Source: an optimization exercise on an open RTL-to-GDS flow (aim: small area, a short achievable clock period and few clock cycles per item). Production flows keep margins and buffers that such runs may drop.
The RTL was checked by simulation tests, not by an equivalence proof against the original design.

## fir
module fir(
  clock,
  reset,
  calculate,
  data_in,
  data_out,
  data_good
);
For scale: ~1000 flip-flops, ~24 I/O pins, roughly 74000 um2 of cells after synthesis.
==> flow/config.mk <==
export PLATFORM = sky130hd
export DESIGN_NAME = fir
export DESIGN_NICKNAME = fir
export VERILOG_FILES = /design/flow/design.v
export SDC_FILE = /design/flow/constraint.sdc
export NUM_CORES = 4
export LEC_CHECK = 0
export ABC_CLOCK_PERIOD_IN_PS = 1000
export CAP_MARGIN = 20
export CORE_MARGIN = 2
export CORE_UTILIZATION = 65
export CTS_CLUSTER_DIAMETER = 100
export CTS_CLUSTER_SIZE = 24
export SLEW_MARGIN = 20
export SYNTH_HIERARCHICAL = 1
==> flow/constraint.sdc <==
create_clock -name core_clock -period 13.0 [get_ports {clock}]
set_input_delay 2.6000 -clock core_clock [delete_from_list [all_inputs] [get_ports {clock}]]
set_output_delay 2.6000 -clock core_clock [all_outputs]
set_load 0.01 [all_outputs]
standard.sh (not shown) runs the stock make flow with config.mk's settings and CLKGATE_MAP_FILE= SYNTH_SCRIPT=/design/flow/synth_recipe.tcl, a recipe that flattens the netlist after the stock synthesis.
==> flow/flow/run.sh <==
#!/bin/bash
set -euo pipefail
MARGIN=$(cat flow/margin.txt)
TNS=$(cat flow/tns.txt)
# synthesis exactly as standard.sh does it
bash standard.sh synth > synth.log 2>&1
# the remaining steps: the same make command with the repair target added
sed -e "s|CLKGATE_MAP_FILE= |CLKGATE_MAP_FILE= SETUP_SLACK_MARGIN=$MARGIN TNS_END_PERCENT=$TNS 'BUFFER_PORTS_ARGS=-buffer_cell sky130_fd_sc_hd__buf_4' |" \
    standard.sh > flow_layout.sh
bash flow_layout.sh finish > layout.log 2>&1
test -f out/final.def
==> flow/flow/margin.txt <==
8.2
==> flow/flow/tns.txt <==
100
Testbench counts at the start, summed over its fixed seeds: cycles 4,000, items 4,000.
==> next run, changes <==
- ABC_CLOCK_PERIOD_IN_PS: 1000 -> 2000
- CORE_UTILIZATION: 65 -> 75
After rerunning:
- The changed run completed without violations
- via count climbs by 2.6%
- final cell count drops by 4.1%
- hold slack stays flat
- sequential share of layout area increases by 0.14 points
- wire length shrinks by 0.34%
==> next run, changes <==
- CORE_UTILIZATION: 75 -> 65
=> The new run finished with timing, DRC and antenna clean. Final area went up by 0.36%. Sequential share of layout area falls by 0.14 points. Non-clock buffer count falls by 2. Cell count rises by 4.2%. Setup slack improves by 39 ps. Clock-buffer cell count is higher by 1. Worst hold slack barely changes. Synthesized cell count is unchanged. Maximum frequency rose by 0.83%.
==> next run, changes <==
- PLACE_DENSITY: unset -> 0.75
=> The new run completed without violations; die area stays the same; setup slack got worse by 3.6 ps; area after synthesis does not change.
==> next run, changes <==
- CTS_CLUSTER_DIAMETER: 100 -> 60
- CTS_CLUSTER_SIZE: 24 -> 30
- PLACE_DENSITY: 0.75 -> unset
Effect: The new run went through all stages and came out clean. Sequential share of layout area decreases by 1.2 points. Die area stays the same. Via count rises by about 3%. Worst setup slack improves by 11 ps. Non-clock buffer count increases by 5. Synthesized cell count stays the same. Worst hold slack loses 7.7 ps. Cell count increases by about 2.3%. Design area went up by about 3%. Clock skew is higher by 5.4 ps.
==> next run, changes <==
- CTS_CLUSTER_DIAMETER: 60 -> 110
- CTS_CLUSTER_SIZE: 30 -> 27
Effect: The changed run completed without violations. Area after synthesis stays the same. Clock-buffer cell count came out lower by 56. Final cell count went down by 2.4%.


## ember
fir again, from the RTL that the note above started with.
clock: 13.0 ns
lec_check: 0
abc_clock_period_in_ps: 2000
cap_margin: 20
core_margin: 2
core_utilization: 65
slew_margin: 20
synth_hierarchical: 1
Scripts as last shown in full above: flow/flow/run.sh, flow/flow/margin.txt, flow/flow/tns.txt
ember has completed all stages; timing, DRC and antenna checks passed.
Testbench counts of ember, summed over its fixed seeds: cycles 4,000, items 4,000.
The following lists how juniper was set up differently from ember:
- changing ABC_CLOCK_PERIOD_IN_PS from 2000 to 4000
- setting CTS_CLUSTER_SIZE to 24 for the first time
- setting CTS_CLUSTER_DIAMETER to 100 for the first time
[summary]
juniper finished all stages; the layout is clean.
Taking ember as the reference, in juniper share of the final layout cell area in multi-input gates has increased; depth of the worst register-to-register path has decreased.
Number of buffers other than clock buffers in the final layout for juniper is higher than for ember.
ember → juniper: register share of the cell area increased 1.2 points, worst setup margin increased 0.019 ns, share of the clock period used by the worst path after layout essentially unchanged.
Changes observed in juniper relative to ember: sum of routed wire length over all layers dropped about 1.4%.
Modified inputs, amber compared to juniper
- CTS_CLUSTER_SIZE: 24 -> unset
- CTS_CLUSTER_DIAMETER: 100 -> unset
- ABC_CLOCK_PERIOD_IN_PS: 4000 -> 2000
==> flow/flow/margin.txt <==
8.5
Findings:
amber finished all stages; the layout is clean.
Between juniper and amber, the flow reports met2 wire length increasing by a few percent.
Wire: amber routes more than juniper
amber vs juniper, met1 global-route usage went up by 0.49 points.
Summary — worst hold slack, amber relative to juniper: lower, by 0.0093 ns.
juniper has lower number of ordinary and repair buffers in the finished layout than amber.
juniper has lower global-route wire length before repair than amber.
amber vs juniper, highest layer used for signal routing: met4 vs met5
[compare] base=juniper new=amber: worst setup slack ~0 delta; layout-stage area growth over the synthesis result +4.4 points.


fir, a different RTL version from the one above (not shown whole).
export LEC_CHECK = 0
export ABC_CLOCK_PERIOD_IN_PS = 2000
export CAP_MARGIN = 20
export CORE_MARGIN = 2
export CORE_UTILIZATION = 65
export CTS_CLUSTER_DIAMETER = 100
export CTS_CLUSTER_SIZE = 24
export SLEW_MARGIN = 20
export SYNTH_HIERARCHICAL = 1
create_clock -name core_clock -period 13.0 [get_ports {clock}]
==> flow/flow/margin.txt <==
8.2
==> flow/flow/tns.txt <==
20
Scripts as last shown in full above: flow/flow/run.sh
Testbench counts at the start, summed over its fixed seeds: cycles 4,000, items 4,000.
==> next run, changes <==
==> flow/flow/margin.txt (replaced) <==
8.35
==> flow/flow/tns.txt (replaced) <==
100
What happened:
- The changed run went through all stages and came out clean
- setup slack gets better by 0.30 ns
- count of clock-buffer cells in the layout rose by 6
- area after synthesis stays the same
- global-route usage went up by 0.80 points


## wip/fjord
fir with an RTL version that a note above also has.
==> flow/config.mk <==
export PLATFORM = sky130hd
export DESIGN_NAME = fir
export DESIGN_NICKNAME = fir
export VERILOG_FILES = /design/flow/design.v
export SDC_FILE = /design/flow/constraint.sdc
export NUM_CORES = 4
export LEC_CHECK = 0
export ABC_CLOCK_PERIOD_IN_PS = 2000
export CAP_MARGIN = 20
export CORE_MARGIN = 2
export CORE_UTILIZATION = 75
export SLEW_MARGIN = 20
export SYNTH_HIERARCHICAL = 1
==> flow/constraint.sdc <==
create_clock -name core_clock -period 13.0 [get_ports {clock}]
set_input_delay 2.6000 -clock core_clock [delete_from_list [all_inputs] [get_ports {clock}]]
set_output_delay 2.6000 -clock core_clock [all_outputs]
set_load 0.01 [all_outputs]
==> flow/flow/margin.txt <==
8.2
==> flow/flow/tns.txt <==
100
Scripts as last shown in full above: flow/flow/run.sh
Testbench counts of wip/fjord, summed over its fixed seeds: cycles 4,000, items 4,000.
Modified inputs, wip/umber compared to wip/fjord
Settings: CTS_CLUSTER_DIAMETER now 100, previously not set; CTS_CLUSTER_SIZE now 30, previously not set; CORE_UTILIZATION now 65, was 75.
Results
Relative area change from synthesis to final layout in wip/umber is 2.7 points lower than in wip/fjord
#### Input delta (wip/zinc over wip/umber)
Settings: swapping 30 for 24 in CTS_CLUSTER_SIZE.
==> flow/flow/margin.txt <==
8.3
- All of wip/zinc and wip/umber finish clean.
- Fraction of met1 tracks used by global routing delta (wip/umber -> wip/zinc): insignificant
- wip/zinc: final setup slack of the worst path is 0.034 ns lower than what wip/umber reported.
- Diff wip/umber..wip/zinc | insertion delay of the later-clocked pin in the worst-skew pair | negligible


fir, a different RTL version from the one above (not shown whole).
Size: about 3600 cells after synthesis, ~980 flip-flops, ~72000 µm² of cells after synthesis.
// fir
module fir(
  clock,
  reset,
  calculate,
  data_in,
  data_out,
  data_good
);
  input clock;
  input reset;
  input calculate;
  input [9:0] data_in;
  output [9:0] data_out;
  output data_good;
  reg [6:0] clr_cnt;
  reg clearing;
  assign data_good = ~clearing;
  always @(posedge clock or negedge reset) begin
    if (reset == 0) begin
      clr_cnt  <= 0;
      clearing <= 1;
    end
    else if (clearing) begin
      clr_cnt <= clr_cnt + 1;
      if (&clr_cnt) clearing <= 0;
    end
  end
  wire shift = calculate | clearing;
  reg [9:0] H0;
  reg [9:0] H1;
  reg [9:0] H2;
  reg [9:0] H3;
  reg [9:0] H4;
  reg [9:0] H5;
  reg [9:0] H6;
  reg [9:0] H7;
  reg [9:0] H8;
  reg [9:0] H9;
  reg [9:0] H10;
  reg [9:0] H11;
  reg [9:0] H12;
  reg [9:0] H13;
  reg [9:0] H14;
  reg [9:0] H15;
  reg [9:0] H16;
  reg [9:0] H17;
  reg [9:0] H18;
  reg [9:0] H19;
  reg [9:0] H20;
  reg [9:0] H21;
  reg [9:0] H22;
  reg [9:0] H23;
  reg [9:0] H24;
  reg [9:0] H25;
  reg [9:0] H26;
  reg [9:0] H27;
  reg [9:0] H28;
  reg [9:0] H29;
  reg [9:0] H30;
  reg [9:0] H31;
  reg [9:0] H32;
  reg [9:0] H33;
  reg [9:0] H34;
  reg [9:0] H35;
  reg [9:0] H36;
  reg [9:0] H37;
  reg [9:0] H38;
  reg [9:0] H39;
  reg [9:0] H40;
  reg [9:0] H41;
  reg [9:0] H42;
  reg [9:0] H43;
  reg [9:0] H44;
  reg [9:0] H45;
  reg [9:0] H46;
  reg [9:0] H47;
  reg [9:0] H48;
  reg [9:0] H49;
  reg [9:0] H50;
  reg [9:0] H51;
  reg [9:0] H52;
  reg [9:0] H53;
  reg [9:0] H54;
  reg [9:0] H55;
  reg [9:0] H56;
  reg [9:0] H57;
  reg [9:0] H58;
  reg [9:0] H59;
  reg [9:0] H60;
  reg [9:0] H61;
  reg [9:0] H62;
  reg [9:0] H63;
  reg [9:0] H64;
  reg [9:0] H65;
  reg [9:0] H66;
  reg [9:0] H67;
  reg [9:0] H68;
  ...
export LEC_CHECK = 0
export ABC_CLOCK_PERIOD_IN_PS = 2000
export CAP_MARGIN = 20
export CORE_MARGIN = 2
export CORE_UTILIZATION = 55
export SLEW_MARGIN = 20
export SYNTH_HIERARCHICAL = 1
create_clock -name core_clock -period 13.0 [get_ports {clock}]
==> flow/flow/margin.txt <==
8.4
==> flow/flow/tns.txt <==
10
Scripts as last shown in full above: flow/flow/run.sh
The first run produced a clean layout.
Testbench counts at the start, summed over its fixed seeds: cycles 4,000, items 4,000.
==> next run, changes <==
- CTS_BUF_LIST: unset -> sky130_fd_sc_hd__clkbuf_4 sky130_fd_sc_hd__clkbuf_8
Effect:
- The new run produced a clean layout
- design area increases by about 0.37%
- setup slack improves by 0.017 ns
- sequential share of layout area decreases by 0.13 points
- die area is unchanged
- sequential cell count stays the same


== v5 ==
fir with an RTL version that a note above also has.
Size in the first run: about 3400 cells after synthesis, roughly 950 flip-flops, ~24 I/O pins, roughly 70000 µm² of cells after synthesis.
==> flow/config.mk <==
export PLATFORM = sky130hd
export DESIGN_NAME = fir
export DESIGN_NICKNAME = fir
export VERILOG_FILES = /design/flow/design.v
export SDC_FILE = /design/flow/constraint.sdc
export NUM_CORES = 4
export LEC_CHECK = 0
export ABC_CLOCK_PERIOD_IN_PS = 2000
export CAP_MARGIN = 20
export CORE_MARGIN = 2
export CORE_UTILIZATION = 65
export CTS_CLUSTER_DIAMETER = 100
export CTS_CLUSTER_SIZE = 24
export SLEW_MARGIN = 20
export SYNTH_HIERARCHICAL = 1
==> flow/constraint.sdc <==
create_clock -name core_clock -period 13.0 [get_ports {clock}]
set_input_delay 2.6000 -clock core_clock [delete_from_list [all_inputs] [get_ports {clock}]]
set_output_delay 2.6000 -clock core_clock [all_outputs]
set_load 0.01 [all_outputs]
==> flow/flow/margin.txt <==
8.1
==> flow/flow/tns.txt <==
100
Scripts as last shown in full above: flow/flow/run.sh
v5 has completed all stages; timing, DRC and antenna checks passed.
Testbench counts of v5, summed over its fixed seeds: cycles 4,000, items 4,000.
The inputs of v1 differ from those of v5 as listed below.
==> flow/flow/margin.txt <==
8.2
Notes after the runs:
v1 was carried through to the last stage, and its layout satisfied the timing, design-rule and antenna checks.
In the final reports, the cell area of v1 is larger than that of v5.
From v5 to v1 the numbers moved as follows: global placement routability congestion went down 3.9%.

==> afterwards: timing with drivers on the ports <==
In the flow no input, the clock included, has a driving cell. The finished layouts below were timed again as built, in two steps. Step 1: set_driving_cell puts a clkbuf_16 on clock and a buf_2 on each other input, an assumption about the parent block. Step 2 times the ports against the registers' clock, not the clock port: input delays grow and output delays shrink by t, the midpoint of the rising clock arrivals with the driver on. Slacks: no drivers / after step 1 / after step 2; pairs: no drivers / after step 1.
| run | t (ns) | setup slack, ns | clock arrival spread, ns | slew at the worst register clock pin (ns) |
|---|---|---|---|---|
| the first run of note 1 | 0.758 | 8.246 / 8.245 / 7.487 | 0.037 / 0.037 | 0.11 / 0.11 |
| the second run of note 1 | 0.756 | 8.207 / 8.214 / 7.458 | 0.045 / 0.046 | 0.11 / 0.11 |
| the third run of note 1 | 0.758 | 8.246 / 8.245 / 7.487 | 0.037 / 0.037 | 0.11 / 0.11 |
| the fourth run of note 1 | 0.752 | 8.243 / 8.246 / 7.494 | 0.048 / 0.047 | 0.11 / 0.11 |
| the fifth run of note 1 | 0.778 | 8.254 / 8.270 / 7.492 | 0.061 / 0.061 | 0.10 / 0.10 |
| the sixth run of note 1 | 0.750 | 8.248 / 8.247 / 7.496 | 0.037 / 0.037 | 0.12 / 0.12 |
| ember | 0.767 | 8.227 / 8.272 / 7.505 | 0.041 / 0.040 | 0.07 / 0.07 |
| juniper | 0.758 | 8.246 / 8.245 / 7.487 | 0.037 / 0.037 | 0.11 / 0.11 |
| amber | 0.778 | 8.248 / 8.253 / 7.475 | 0.045 / 0.045 | 0.07 / 0.07 |
| the first run of note 3 | 0.760 | 8.001 / 8.001 / 7.406 | 0.033 / 0.033 | 0.11 / 0.11 |
| the second run of note 3 | 0.745 | 8.297 / 8.300 / 7.555 | 0.055 / 0.054 | 0.11 / 0.11 |
| wip/fjord | 0.771 | 8.227 / 8.237 / 7.466 | 0.027 / 0.028 | 0.07 / 0.07 |
| wip/umber | 0.764 | 8.266 / 8.266 / 7.502 | 0.053 / 0.053 | 0.12 / 0.12 |
| wip/zinc | 0.754 | 8.232 / 8.236 / 7.481 | 0.061 / 0.061 | 0.11 / 0.11 |
| the first run of note 5 | 0.787 | 8.021 / 8.025 / 7.243 | 0.036 / 0.036 | 0.07 / 0.07 |
| the second run of note 5 | 0.945 | 8.038 / 8.081 / 7.136 | 0.049 / 0.048 | 0.07 / 0.07 |
| v5 | 0.744 | 8.121 / 8.121 / 7.435 | 0.051 / 0.051 | 0.11 / 0.11 |
| v1 | 0.752 | 8.223 / 8.223 / 7.489 | 0.043 / 0.043 | 0.11 / 0.11 |
After both steps every run listed still meets setup and hold. The setup slack of the second run of note 5, which loses most, moves by +0.043 ns with the drivers and by -0.902 ns with both steps.
